Background: an optimization exercise with open tools, aiming at a short achievable clock period and few clock cycles. Do not read the settings as production practice. Only simulation tests tie the RTL to the original design; equivalence was not proved. Power figures rest on the tool's default switching activity, not on a simulated workload.

===== run.sh =====
#!/bin/bash
# synth_recipe.tcl (not shown) runs the flow's synth.tcl, then flattens the netlist and writes it again
# the make line also repeats each setting of config.mk as NAME=value (left out here)
make -C /OpenROAD-flow-scripts/flow DESIGN_CONFIG=/design/flow/config.mk WORK_HOME=/design/flow/orfs CLKGATE_MAP_FILE= SYNTH_SCRIPT=/design/flow/synth_recipe.tcl finish

===== config.mk =====
export PLATFORM = sky130hd
export DESIGN_NAME = CPU
export DESIGN_NICKNAME = CPU
export VERILOG_FILES = /design/flow/design.v
export SDC_FILE = /design/flow/constraint.sdc
export NUM_CORES = 4
export LEC_CHECK = 0
export CAP_MARGIN = 20
export CORE_MARGIN = 2
export CORE_UTILIZATION = 40
export SLEW_MARGIN = 20

===== constraint.sdc =====
create_clock -name core_clock -period 10.0 [get_ports {clk}]
set_input_delay 2.0000 -clock core_clock [delete_from_list [all_inputs] [get_ports {clk}]]
set_output_delay 2.0000 -clock core_clock [all_outputs]
set_load 0.01 [all_outputs]

===== design.v =====
module CPU(
    input clk,
    input reset,reset_btb,
    input [31:0] idata,    
    output [31:0] iaddr,   
    input [31:0] drdata,   
    output [31:0] daddr,   
    output [31:0] dwdata,  
    output [3:0] we,       
    output [31:0] x31,
    output [31:0] pc    
);  
wire stall;
wire [2:0] pc_sel_ex;
    wire [95:0] wire1;
    wire [193:0] wire2;
    wire [142:0] wire3;
    wire [37:0] wire4;
    reg [95:0] buf1;
    reg [193:0] buf2;
    reg [109:0] buf3;
    reg [37:0] buf4;
assign daddr = buf3[102:71];
    stage1 I1(.clk(clk),.reset(reset),.idata(idata),.idata_out(wire1[63:32]),.reset_btb(reset_btb), 
        .address_predicted(wire1[95:64]),.branch_taken(wire3[110]),.pc_ex(buf2[150:119]),
        .branch_addr(wire3[142:111]),.iaddr(iaddr),.pc(wire1[31:0]),.stall(stall),
        .pc_sel_ex(buf2[153:151]));
    stage2 I2 (.idata(buf1[63:32]),.branch_taken(wire3[110]),.state1(buf2[0]),
        .rd_sel(wire2[155:154]),.pc_sel(wire2[153:151]),.alu_in2_sel(wire2[7]),.op(wire2[6:1]),
        .imm(wire2[39:8]),.ld_st(wire2[161:157]),.rs1(wire2[108:104]),.rs2(wire2[113:109]),.rd(wire2[118:114]),
        .we_rf(wire2[156]),.next_state1(wire2[0]),
        .we_rf_prev(buf2[156]),.rd_sel_prev(buf2[155:154]),.rd_prev(buf2[118:114]),.stall(stall));
    RF R1(.rs1(wire2[108:104]),.rs2(wire2[113:109]),
        .clk(clk),.rv1(wire2[71:40]),.rv2(wire2[103:72]),.x31(x31),
        .rd(wire4[4:0]),.we(wire4[37]),.rwdata(wire4[36:5]));
    stage3 I3(.op(buf2[6:1]),
              .alu_in2_sel(buf2[7]),
              .imm(buf2[39:8]),
              .alu_out(wire3[102:71]),
              .rv1(buf2[71:40]),
              .rv2(buf2[103:72]),
              .rs1(buf2[108:104]),
              .rs2(buf2[113:109]),
              .rd_em(buf3[4:0]),
              .rwdata_em(buf3[36:5]),
              .rd_valid_em(buf3[37]),
              .rd_mw(buf4[4:0]),
              .rwdata_mw(buf4[36:5]),
              .rd_valid_mw(buf4[37]),
              .frv2(wire3[70:39]),
              .we_rf(buf2[156]),
              .rd_sel(buf2[155:154]),
              .rd_valid(wire3[37]),
              .rwdata(wire3[36:5]),
              .pc(buf2[150:119]),
              .pc_sel(buf2[153:151]),
              .branch_taken(wire3[110]),
              .branch_address(wire3[142:111]),
              .address_predicted(buf2[193:162])
              );
    stage4 I4(.rd_sel(buf3[109:108]),
              .rwdata_em(buf3[36:5]),
              .rv2(buf3[70:39]),
              .rwdata(wire4[36:5]),
              .ld_st(buf3[107:103]),
              .drdata(drdata),
              .we(we),
              .daddr(buf3[102:71]),
              .dwdata(dwdata)
              );
assign pc = wire1[31:0];
assign wire2[193:162] = buf1[95:64]; 
assign wire2[150:119] = buf1[31:0]; 
assign wire3[4:0] = buf2[118:114]; 
assign wire3[38] = buf2[156]; 
assign wire3[107:103] = buf2[161:157]; 
assign wire3[109:108] = buf2[155:154]; 
assign wire4[4:0] = buf3[4:0]; 
assign wire4[37] = buf3[38]; 
always @(posedge clk) begin
    if(reset) begin
        buf1 <= 96'd4 << 64;
        buf2 <= 194'd7 << 151;
        buf3 <= 0;
        buf4 <= 0;
    end else begin
        if(stall) begin 
            buf1 <= wire1;
        end
            buf2 <= wire2;
            buf3 <= wire3[109:0];
            buf4 <= wire4;
    end
end
endmodule
module stage1(
    input clk,reset,reset_btb,
    input stall, 
    input [31:0] idata, 
    output [31:0] idata_out, 
    input branch_taken, 
    input [31:0] branch_addr, 
    input [31:0] pc_ex,
    input [2:0] pc_sel_ex,
    output [31:0] iaddr,
    output reg [31:0] pc,
    output [31:0] address_predicted 
);
    reg [31:0] imm;
    wire instr_found;
    wire [31:0] btb_prediction;
    cam btb(
    .clk(clk),
    .reset(reset_btb),
    .we(branch_taken&&(pc_sel_ex==3'b011)), 
    .rkey(pc),
    .wkey(pc_ex),
    .wvalue(branch_addr),
    .instr_found(instr_found),
    .rvalue(btb_prediction)
);
    assign iaddr = pc;
    assign idata_out = idata;
    assign address_predicted = (instr_found&&idata[6:0]==7'b1100011) ? btb_prediction : pc + imm;
    always @(*) begin
        case(idata[6:0])
            7'b1101111 : imm <= {{12{idata[31]}},idata[19:12],idata[20],idata[30:21],1'b0}; 
            7'b1100011 : imm <= {{20{idata[31]}},idata[7],idata[30:25],idata[11:8],1'b0}; 
            default : imm <= 32'h00000004;
        endcase
    end
    always @(posedge clk) begin
        if(reset) begin
            pc <= 0;
        end else begin
            casez ({stall,branch_taken})
                2'b0z : pc <= pc;                
                2'b11 : pc <= branch_addr;       
                2'b10 : pc <= address_predicted; 
            endcase
        end
    end
endmodule
module stage2(
	input [31:0] idata, 
	input branch_taken, state1,  
    output [1:0] rd_sel,
    output reg [2:0] pc_sel,
	output alu_in2_sel,
	output [5:0] op,
	output [31:0] imm,
	output reg [4:0] ld_st,
  	output [4:0] rs1,rs2,rd,
    output reg we_rf,            
	output reg next_state1,
	input we_rf_prev,
	input [1:0] rd_sel_prev,
	input [4:0] rd_prev,
	output reg stall
);
	reg set_nop;
	wire [4:0] ld_st_d; 
	wire we_rf_d;	    
	wire [1:0] pc_sel_d; 
	Decoder dut(.idata(idata),.op(op),.alu_in2_sel(alu_in2_sel),.imm(imm),
			.ld_st(ld_st_d),.rd_sel(rd_sel),.pc_sel(pc_sel_d),.we_rf(we_rf_d));
	assign rs1 = idata[19:15];
	assign rs2 = idata[24:20];
	assign rd  = idata[11:7];
	always @ (*) begin
		case((rd_sel_prev==1)&&(we_rf_prev)&&((rs1==rd_prev)||((alu_in2_sel==0||ld_st_d[1:0]!=0)&&(rs2==rd_prev))))
			1'b0 : stall <= 1;  
			1'b1 : stall <= 0;  
		endcase
		casez({branch_taken,state1}) 
			2'b1z : begin next_state1 <= 1; set_nop <= 1; end
			2'b01 : begin next_state1 <= 0; set_nop <= 1; end
			2'b00 : begin next_state1 <= 0; set_nop <= 0; end		
		endcase
		case({set_nop,stall}) 
			2'b01: begin we_rf<=we_rf_d; ld_st<=ld_st_d;pc_sel<=pc_sel_d; end
			default: begin we_rf<=0; ld_st<=0;pc_sel<=7; end
		endcase
	end
endmodule
module stage3(
    input [5:0] op,
    input alu_in2_sel,
    input [31:0] imm,  
    output [31:0] alu_out,
    input [31:0] rv1, rv2,
    input [4:0] rs1,rs2,
    input [4:0] rd_em,
    input [31:0] rwdata_em,
    input rd_valid_em,  
    input [4:0] rd_mw,
    input [31:0] rwdata_mw,
    input rd_valid_mw,
    output reg [31:0] frv2, 
    input we_rf, 
    input [1:0] rd_sel,
    output reg rd_valid,
    output reg [31:0] rwdata,
    input [31:0] pc,
    input [2:0] pc_sel,
    input [31:0] address_predicted,
    output reg branch_taken,
    output reg [31:0] branch_address
);
    reg [31:0] in2;
    reg [31:0] frv1;
    wire [1:0] rv1_sel,rv2_sel;
    ALU32 a1(.in1(frv1),.in2(in2),.op(op),.out(alu_out));
    forwarder alu_f1(.rs1(rs1),.rs2(rs2),.rd1(rd_em),.rd2(rd_mw),
        .rd_valid1(rd_valid_em),.rd_valid2(rd_valid_mw),
        .rv1_sel(rv1_sel),.rv2_sel(rv2_sel));
    always @(*) begin
        case(rv1_sel)
            1: frv1 <= rwdata_em;
            2: frv1 <= rwdata_mw;
            default: frv1 <= rv1;
        endcase
        case(rv2_sel)
            1: frv2 <= rwdata_em;
            2: frv2 <= rwdata_mw;
            default: frv2 <= rv2;
        endcase
        case(alu_in2_sel)
            1'b0: in2<=frv2;
            1'b1: in2<=imm;
        endcase
        rd_valid <= 0;
        rwdata <= 0;
            case({we_rf,rd_sel})
                3'b100 : begin rd_valid<=1; rwdata<=alu_out; end           
                3'b110 : begin rd_valid<=1; rwdata<=pc+4; end  
                3'b111 : begin rd_valid<=1; rwdata<=pc+imm; end  
            endcase
        branch_taken <= 0;  
        casez(pc_sel)
            3'b000 : begin branch_address <= pc+4; end 
            3'b001 : begin branch_address <= pc+imm; end 
            3'b010 : begin branch_address <= (alu_out)&32'hfffffffe; end  
            default : begin branch_address <= pc+4; end
            3'b011 : case (alu_out[0])
                        1'b0: branch_address <= pc+4;
                        1'b1: branch_address <= pc + imm;
                    endcase
        endcase
        branch_taken <= (pc_sel!=7)&&(branch_address!=address_predicted);
    end
endmodule
module stage4(
	input [1:0] rd_sel,
	input [31:0] rwdata_em,
	input [31:0] rv2,
	output reg [31:0] rwdata,
	input [31:0] daddr,
    input [4:0] ld_st,
	input [31:0] drdata,
	output [3:0] we,
	output [31:0] dwdata
);
	wire [31:0] mod_drdata;
	shifter s1(.rv2(rv2),.mod_drdata(mod_drdata),.ld_st(ld_st),.daddr(daddr),
			   .drdata(drdata),.we(we),.dwdata(dwdata));
	always @(*) begin
		casez(rd_sel)
			2'b01 : rwdata <= mod_drdata;
			default : rwdata <= rwdata_em;
		endcase
	end
endmodule
module cam(
	input clk,
	input reset,
	input we,
	input [31:0] wkey, rkey,
	input [31:0] wvalue,
	output reg instr_found, 
	output reg [31:0] rvalue 
);
parameter ADDR_WIDTH = 3;
parameter LENGTH = 1<<ADDR_WIDTH;
reg instr_found_w;
reg [0:0] is_valid [0:LENGTH-1];
reg [31:0] cam_key [0:LENGTH-1];
reg [31:0] cam_val [0:LENGTH-1];
reg [ADDR_WIDTH-1:0] write_ptr,hit_addr_w;
wire [ADDR_WIDTH-1:0] write_addr;
assign write_addr = (instr_found_w)? hit_addr_w : write_ptr;
integer i;
always @(*) begin
	instr_found <= 0;
	rvalue <= 0;
	for (i = 0; i < LENGTH; i = i + 1) begin
		if(is_valid[i]&&(cam_key[i] == rkey)) begin
			instr_found <= 1;
			rvalue <= cam_val[i];
		end
	end
	instr_found_w <=0;
	hit_addr_w <= 0;
	for (i = 0; i < LENGTH; i = i + 1) begin
		if(is_valid[i]&&(cam_key[i] == wkey)) begin
			instr_found_w <= 1;
			hit_addr_w <= i;
		end
	end
end
always @(posedge clk) begin
	casez ({reset,we})
		2'b1z: begin
				for(i=0;i<LENGTH;i=i+1) begin
					is_valid[i] <=0 ;
				end
				write_ptr <= 1;
			end 
		2'b01: begin
				cam_key[write_addr] <= wkey;
				cam_val[write_addr] <= wvalue;
				is_valid[write_addr] <= 1;
				if(!instr_found_w) begin 
					write_ptr <= write_ptr + 1;
				end
			end
	endcase
end
endmodule
module Decoder (
    input [31:0] idata,
    output reg [5:0] op,         
    output reg alu_in2_sel,
    output reg [31:0] imm,
    output reg [4:0] ld_st,     
    output reg [1:0] rd_sel,
    output we_rf,            
    output reg [1:0] pc_sel     
);
    reg rf_we;
    assign we_rf = rf_we&(idata[11:7]!=0);
    always @(*) begin
        imm<=0;
        op<=0;
        alu_in2_sel<=1; 
        rd_sel<=0;   
        rf_we<=0;    
        pc_sel<=0;   
        ld_st<=0;
        casez (idata[6:0])
            7'b0110111: begin  
                            imm <= idata&32'hfffff000;
                            op <= 15;
                            rf_we<=1;
                        end
            7'b0010111: begin  
                            imm <= idata&32'hfffff000;
                            rd_sel <= 3;
                            rf_we<=1;
                        end 
            7'b1101111: begin   
                            rf_we <= 1;
                            rd_sel <= 2;
                            pc_sel <= 1;
                            imm <= {{12{idata[31]}},idata[19:12],idata[20],idata[30:21],1'b0};
                        end
            7'b1100111: begin  
                            rf_we <= 1;
                            rd_sel <= 2;
                            pc_sel <= 2;  
                            op<=1;        
                            imm <= {{20{idata[31]}},idata[31:20]};
                        end
            7'b1100011: begin
                            imm <= {{20{idata[31]}},idata[7],idata[30:25],idata[11:8],1'b0};
                            case (idata[14:12])
                                3'b000 : op<=11;     
                                3'b001 : op<=12;     
                                3'b100 : op<=9;      
                                3'b101 : op<=13;     
                                3'b110 : op<=10;      
                                3'b111 : op<=14;     
                                default: op<=0;
                            endcase
                            alu_in2_sel<=0;  
                            pc_sel <=3;  
                        end
            7'b0000011: begin 
                        imm <= {{20{idata[31]}},idata[31:20]}; 
                        op<=1 ;  
                        rd_sel<=1;
                        ld_st[4]<=idata[14];  
                        rf_we<=1;  
                        casez (idata[14:12])
                            3'bz00: ld_st[3:2]<=1;  
                            3'bz01: ld_st[3:2]<=2;  
                            3'b010: ld_st[3:2]<=3;    
                            default: begin ld_st[3:2]<=0;
                                        rf_we<=0; 
                                     end
                        endcase
                        end
            7'b0100011: begin  
                        imm <= {{20{idata[31]}},idata[31:25],idata[11:7]};
                        op<=1;
                        case (idata[14:12])
                            3'b000: ld_st[1:0]<=1;
                            3'b001: ld_st[1:0]<=2;
                            3'b010: ld_st[1:0]<=3;
                            default: begin ld_st[1:0]<=0;
                                     end
                        endcase                     
                        end
            7'b0010011: begin
                rf_we <= 1;  
                rd_sel <= 0;  
                alu_in2_sel <=1; 
                casez({idata[31:25],idata[14:12]})
                    10'bzzzzzzz000: begin op<=1;  
                                        imm <= {{20{idata[31]}},idata[31:20]};
                                    end
                    10'bzzzzzzz010: begin op<=9;  
                                        imm <= {{20{idata[31]}},idata[31:20]};
                                    end
                    10'bzzzzzzz011: begin op<=10;  
                                        imm <= {20'b0,idata[31:20]};  
                                    end
                    10'bzzzzzzz100: begin op<=5;  
                                        imm <= {20'b0,idata[31:20]};  
                                    end
                    10'bzzzzzzz110: begin op<=4;  
                                        imm <= {20'b0,idata[31:20]};
                                    end
                    10'bzzzzzzz111: begin op<=3;  
                                        imm <= {20'b0,idata[31:20]};
                                    end
                    10'b0000000001: begin op<=6;  
                                        imm <= {27'b0,idata[24:20]};
                                    end 
                    10'b0000000101: begin op<=7;  
                                        imm <= {27'b0,idata[24:20]};
                                    end
                    10'b0100000101: begin op<=8;  
                                        imm <= {27'b0,idata[24:20]};
                                    end
                    default: rf_we <= 0; 
                endcase
                end
            7'b0110011: begin
                rf_we <= 1;
                rd_sel <= 0;  
                alu_in2_sel <=0;
                case({idata[31:25],idata[14:12]})
                    10'b0000000000: op<=1;  
                    10'b0100000000: op<=2;  
                    17'b0000000001: op<=6;  
                    17'b0000000010: op<=9;  
                    17'b0000000011: op<=10;  
                    17'b0000000100: op<=5;  
                    17'b0000000101: op<=7;  
                    17'b0100000101: op<=8;  
                    17'b0000000110: op<=4;  
                    17'b0000000111: op<=3;  
                    default: rf_we<=0;
                endcase
                end
            default: op<=0;
        endcase
    end
endmodule
module ALU32 (
    in1, in2, op, out
);
    input wire [31:0] in1, in2;
    input wire [5:0] op;
    output reg [31:0] out;
    always @(*) begin
        case(op)
				1: out <= in1+in2;							 
				2: out <= in1-in2;							 
				3: out <= in1&in2;							 
				4: out <= in1|in2;							 
				5: out <= in1^in2;							 
				6: out <= in1<<in2[4:0];					 
				7: out <= in1>>in2[4:0];					 
				8: out <= $signed(in1)>>>in2[4:0];			 
				9: out <= ($signed(in1)<$signed(in2))? 1:0;	 
				10: out <= (in1<in2)? 1:0;					 
				11: out <= (in1==in2) ? 1:0; 					 
				12: out <= (in1!=in2) ? 1:0; 					 
				13: out <= ($signed(in1)>=$signed(in2))? 1:0;	 
				14: out <= (in1>=in2)? 1:0;					 
				15: out <= in2;
				default: out <= 0;
		  endcase
    end
endmodule
module forwarder(
	input [4:0] rs1,rs2,   
	input [4:0] rd1,rd2,		 
	input rd_valid1,rd_valid2,	
	output reg [1:0] rv1_sel,rv2_sel
);
	always @(*) begin
		if (rs1==rd1 && rd_valid1==1)
			rv1_sel<=1;
		else if (rs1==rd2 && rd_valid2==1) 
			rv1_sel<=2;	
		else
			rv1_sel<=0;
		if (rs2==rd1 && rd_valid1==1)
			rv2_sel<=1; 
		else if (rs2==rd2 && rd_valid2==1) 
			rv2_sel<=2; 
		else
			rv2_sel<=0; 
	end
endmodule
module shifter(
    input [31:0] rv2,
    output reg [31:0] mod_drdata,
    input [4:0] ld_st,
    input [31:0] daddr,
    input [31:0] drdata,
    output reg [3:0] we,
    output reg [31:0] dwdata
);
    always @(*) begin
    dwdata<=0;
    mod_drdata<=0;
    we<=0;
    casez({ld_st[1:0],daddr[1:0]}) 
        4'b0100: begin dwdata[7:0]  <=rv2[7:0];  we<=1; end
        4'b0101: begin dwdata[15:8] <=rv2[7:0];  we<=2; end
        4'b0110: begin dwdata[23:16]<=rv2[7:0];  we<=4; end
        4'b0111: begin dwdata[31:24]<=rv2[7:0];  we<=8; end
        4'b100z: begin dwdata[15:0] <=rv2[15:0]; we<=3; end
        4'b101z: begin dwdata[31:16]<=rv2[15:0]; we<=12; end
        4'b11zz: begin dwdata<=rv2; we<=15; end
    endcase
    casez({ld_st[3:2],daddr[1:0]}) 
        4'b0100: mod_drdata <= {{24{ld_st[4]? 1'b0:drdata[7]}},drdata[7:0]};
        4'b0101: mod_drdata <= {{24{ld_st[4]? 1'b0:drdata[15]}},drdata[15:8]};
        4'b0110: mod_drdata <= {{24{ld_st[4]? 1'b0:drdata[23]}},drdata[23:16]};
        4'b0111: mod_drdata <= {{24{ld_st[4]? 1'b0:drdata[31]}},drdata[31:24]};
        4'b100z: mod_drdata <= {{16{ld_st[4]? 1'b0:drdata[15]}},drdata[15:0]};
        4'b101z: mod_drdata <= {{16{ld_st[4]? 1'b0:drdata[31]}},drdata[31:16]};
        4'b11zz: mod_drdata <= drdata;
    endcase
    end
endmodule
module RF (
    input wire [4:0] rs1,rs2,rd,
    input wire we,
    input clk,
    input wire [31:0] rwdata,
    output wire [31:0] rv1,rv2,x31
);
    reg[31:0] rf_mem [0:31];
    assign x31 = rf_mem[5'b11111];
    assign rv1 = (rs1 == 0) ? 32'd0 : rf_mem[rs1];
    assign rv2 = (rs2 == 0) ? 32'd0 : rf_mem[rs2];
    always @(posedge clk) begin
        if (we==1) begin
            if(rd)
                rf_mem[rd]<=rwdata;
            else
                rf_mem[rd]<=0;
        end
    end
endmodule

==> results.sh <==
export IMPL_routed_wl_um=471000
export IMPL_cts_htree_levels=4
export IMPL_maxSlewHeadroom_pct=13.0
export IMPL_cts_setup_buffers=0
export IMPL_drt_pass1_iterations=9
export IMPL_ys_flop_type="edfxtp_1"
export IMPL_hold_class="flip-flop to flip-flop"
export IMPL_dp_slack_ps=556
export IMPL_p_leak_nw=40.6
export IMPL_grt_usage_pct=34.1
export IMPL_pwr_share_comb_pct=13.4
export IMPL_globalplace_congestion=1.09
export IMPL_viasPerCell=6.52
export IMPL_synth_top_family_by_area="multiplexers"
export IMPL_final_hold_violation_count=0
export IMPL_synth_cell_type_count=102
export IMPL_insertion_delay_ps=920
export IMPL_start_util_pct=40.2
export IMPL_hold_buffers=0
export IMPL_cp_slowest_cell="mux2i_1"
export IMPL_yosysWarnings=11
export IMPL_first_global_vias=79585
export IMPL_cts_tree="built"
export IMPL_post_cts_resized=0
export IMPL_core_area_sq_um=263000
export IMPL_final_min_clock_period_ps=9580
export IMPL_drc=0
export IMPL_routedWlPerCell_um=37.5
export IMPL_run_status="complete, no violations"
export IMPL_die_area_sq_um=268000
export IMPL_power_switching_mw=5.40
export IMPL_grt_max_degree=103
export IMPL_worstSetupPathType="flip-flop to flip-flop"
export IMPL_syn_inst=8642
export IMPL_yosysTopAreaCellShare_pct=43.8
export IMPL_synthToLayoutAreaGrowth_pct=14.5
export IMPL_cp_required_ps=10550
export IMPL_power_density_nw_per_um2=164
export IMPL_clock_skew_ps=139
export IMPL_syn_area_sq_um=106000
export IMPL_p_sw_share_pct=27.2
export IMPL_ir_drop_mv=0.141
export IMPL_dp_cells=12142
export IMPL_yosys_area_share_adder_pct=1.97
export IMPL_clk_pin_slew_worst_paths_ps=60
export IMPL_fin_nets=9081
export IMPL_synth_xor_area_share_pct=5.38
export IMPL_vias=81878
export IMPL_ys_seq_area_share_pct=52.8
export IMPL_critical_path_max_stage_delay_ps=610
export IMPL_io_pins=231
export IMPL_crit_path_end_kind="flip-flop"
export IMPL_postRouteAntennaNets=0
export IMPL_final_cell_count_no_fill=12552
export IMPL_internal_power_mw=14.5
export IMPL_p_seq_share_pct=46.5
export IMPL_postSynthNetCount=8873
export IMPL_cts_path_max_buffers=4
export IMPL_grt_setup_unrepaired="no"
export IMPL_antenna_found_initial=40
export IMPL_dp_hpwl_um=327000
export IMPL_fp_dieH_um=518
export IMPL_setup_viol_count_final=0
export IMPL_min_period_over_period_pct=95.8
export IMPL_synth_seq_cells=2015
export IMPL_grt_ovfl_total=0
export IMPL_cap_violations=0
export IMPL_rows=188
export IMPL_ys_top_cells_by_count="edfxtp_1 (1,539), nor2_1 (683), xnor2_1 (513)"
export IMPL_synthTopCellsByArea="edfxtp_1 (44%), mux4_2 (11%), dfxtp_1 (9.0%), xnor2_1 (4.3%), mux2i_1 (3.0%)"
export IMPL_nFillCells=23697
export IMPL_cpMostUsedCell="buf_4"
export IMPL_worst_slack_ps=420
export IMPL_worst_pin_slew_ps=1290
export IMPL_synth_edf_count=1539
export IMPL_clock_power_share_pct=40.0
export IMPL_yosysMostFrequentCell="edfxtp_1"
export IMPL_die_width_um=518
export IMPL_cts_buffers=219
export IMPL_synth_compound_gate_area_share_pct=11.5
export IMPL_clock_sinks=2015
export IMPL_synthArstFlopShare_pct=0
export IMPL_worstPathArrival_ps=10130
export IMPL_port_buffers=230
export IMPL_synth_top_cell_by_area="edfxtp_1"
export IMPL_synthSimpleGateAreaFrac_pct=10.5
export IMPL_cp_start_kind="flip-flop"
export IMPL_cp_max_fo=26
export IMPL_syn_area_per_cell_sq_um=12.2
export IMPL_slew_violations=0
export IMPL_cts_root_buf="clkbuf_16"
export IMPL_max_freq_mhz=104
export IMPL_drive_gt1_share_pct=17.5
export IMPL_drt_iter0_drc=11155
export IMPL_synthMuxAreaShare_pct=14.7
export IMPL_grt_pass1_wl_um=649000
per-stage QoR:
step | hold slack, ps | cell area, sq um | TNS [ps] | power, mW | utilization, %
floorplan | 414 | 106000 | -219470 | 10.8 | -
global placement | 433 | 114000 | 0 | 12.0 | 43.3
detailed placement | 439 | 114000 | 0 | 12.0 | 43.3
CTS | 387 | 121000 | 0 | 19.9 | 46.0
global route | 397 | 121000 | 0 | 20.3 | 46.0
finish | 392 | 121000 | 0 | 19.9 | 46.1
per-layer routing:
| layer | track usage, % | vias to the layer above | wire, um |
|---|---|---|---|
| li1 | - | 33716 | - |
| met1 | 44.7 | 41904 | 182000 |
| met2 | 52.6 | 5046 | 210000 |
| met3 | 7.53 | 1184 | 46900 |
| met4 | 18.8 | 28 | 31100 |
| met5 | 0 | - | 180 |
power groups by stage:
stage | clock [mW] | combinational (mW) | sequential [mW]
after floorplan | 0 | 1.44 | 9.32
after global placement | 0 | 2.57 | 9.42
after detailed placement | 0 | 2.57 | 9.42
after CTS | 8.03 | 2.58 | 9.25
after global routing | 8.34 | 2.74 | 9.25
final | 7.95 | 2.67 | 9.25
area by class of cell:
type | count | area [sq um] | share of cell area (%)
clock buffer | 314 | 6300 | 5.21
sequential | 2015 | 55800 | 46.1
tap | 3515 | 4400 | 3.64
inverter | 159 | 597 | 0.494
timing repair buffer | 661 | 5830 | 4.83
antenna | 15 | 37.5 | 0.0310
multi-input combinational | 5794 | 47300 | 39.1
clock inverter | 79 | 644 | 0.533
state kept, by name, indices dropped and copies added (netlist names):
name	cells
R1.rf_mem	1024
I1.btb.cam_key	256
I1.btb.cam_val	256
buf2	192
buf3	110
buf1	96
buf4	38
I1.pc	32
I1.btb.is_valid	8
I1.btb.write_ptr	3
path summary, 6_finish.rpt:
kind                            depth (start not counted)             startpoint  slack [ps]                         endpoint
worst min-delay path                                    1  buf1[79]$_SDFFE_PP0N_         390             buf2[177]$_SDFF_PP0_
worst max-delay path                                   30     buf4[2]$_SDFF_PP0_         420  I1.btb.cam_key[4][21]$_DFFE_PP_
worst min register to register                          1  buf1[79]$_SDFFE_PP0N_         390             buf2[177]$_SDFF_PP0_
worst max register to register                         30     buf4[2]$_SDFF_PP0_         420  I1.btb.cam_key[4][21]$_DFFE_PP_
cells in the final DEF, fill, tap and decap left out, types with 70 or more instances in the layout:
cell type and n:
a21oi_1 499, nand3_1 245, inv_1 153, and2_1 76, a221oi_1 73, clkdlybuf4s50_1 229, nand4_1 159, nor2_1 605
o21ai_0 272, nor4_1 70, mux4_2 506, a211oi_1 90, clkbuf_16 227, ha_1 160, o22ai_1 85, nor3_1 156
a31oi_1 103, mux2_2 88, nand2_1 469, dfxtp_1 460, buf_4 407, nor2b_1 129, xnor2_1 513, xor2_1 134
mux2i_1 314, o211ai_1 79, edfxtp_1 1539
logic make-up (layout without fill, tap and decap cells):
family	count (synthesis)	after routing
AND/OR/NAND/NOR	2279	2279
flip-flops	2015	2015
AO/OA/AOI/OAI	1795	1795
multiplexers	908	908
buffers and inverters	833	1213
XOR/XNOR	648	648
adder cells (fa/ha/maj)	164	164
other	0	15
worst max-delay path, delay by kind of cell (launching register included):
kind	cells	cell delay [ps]
compound gates	8	2470
xor+xnor	1	220
fa+ha+maj	1	420
buf+inv	5	1080
flops	1	330
mux	2	890
simple gates	13	3770
Testbench counts, summed over its fixed seeds: cycles 80,726.

[re-timing with driven ports]
Ports are ideal in the flow. The routed layout listed here was re-timed in OpenROAD.
Step 1 assumes that a clkbuf_16 drives the clock port and a buf_2 every other input.
Step 2 adds t to the input delays and takes it off the output delays; t is the mean of the earliest and latest rising clock arrival at the registers after step 1. Input paths then give back, and output paths get back, about the clock's delay inside the block.
a / b / c = ideal ports / drivers / drivers and shift; a / b = the first two.
t, ns: 0.951
setup WS [ns]: 0.420 / 0.420 / 0.420
hold WS [ns]: 0.392 / 0.392 / 0.392
worst setup path at the end: register to register
clock arrival spread, ns: 0.147 / 0.147
After both steps setup and hold are still met in this run. For this run, drivers alone change the setup slack by 0.000 ns; drivers and shift together by 0.000 ns.
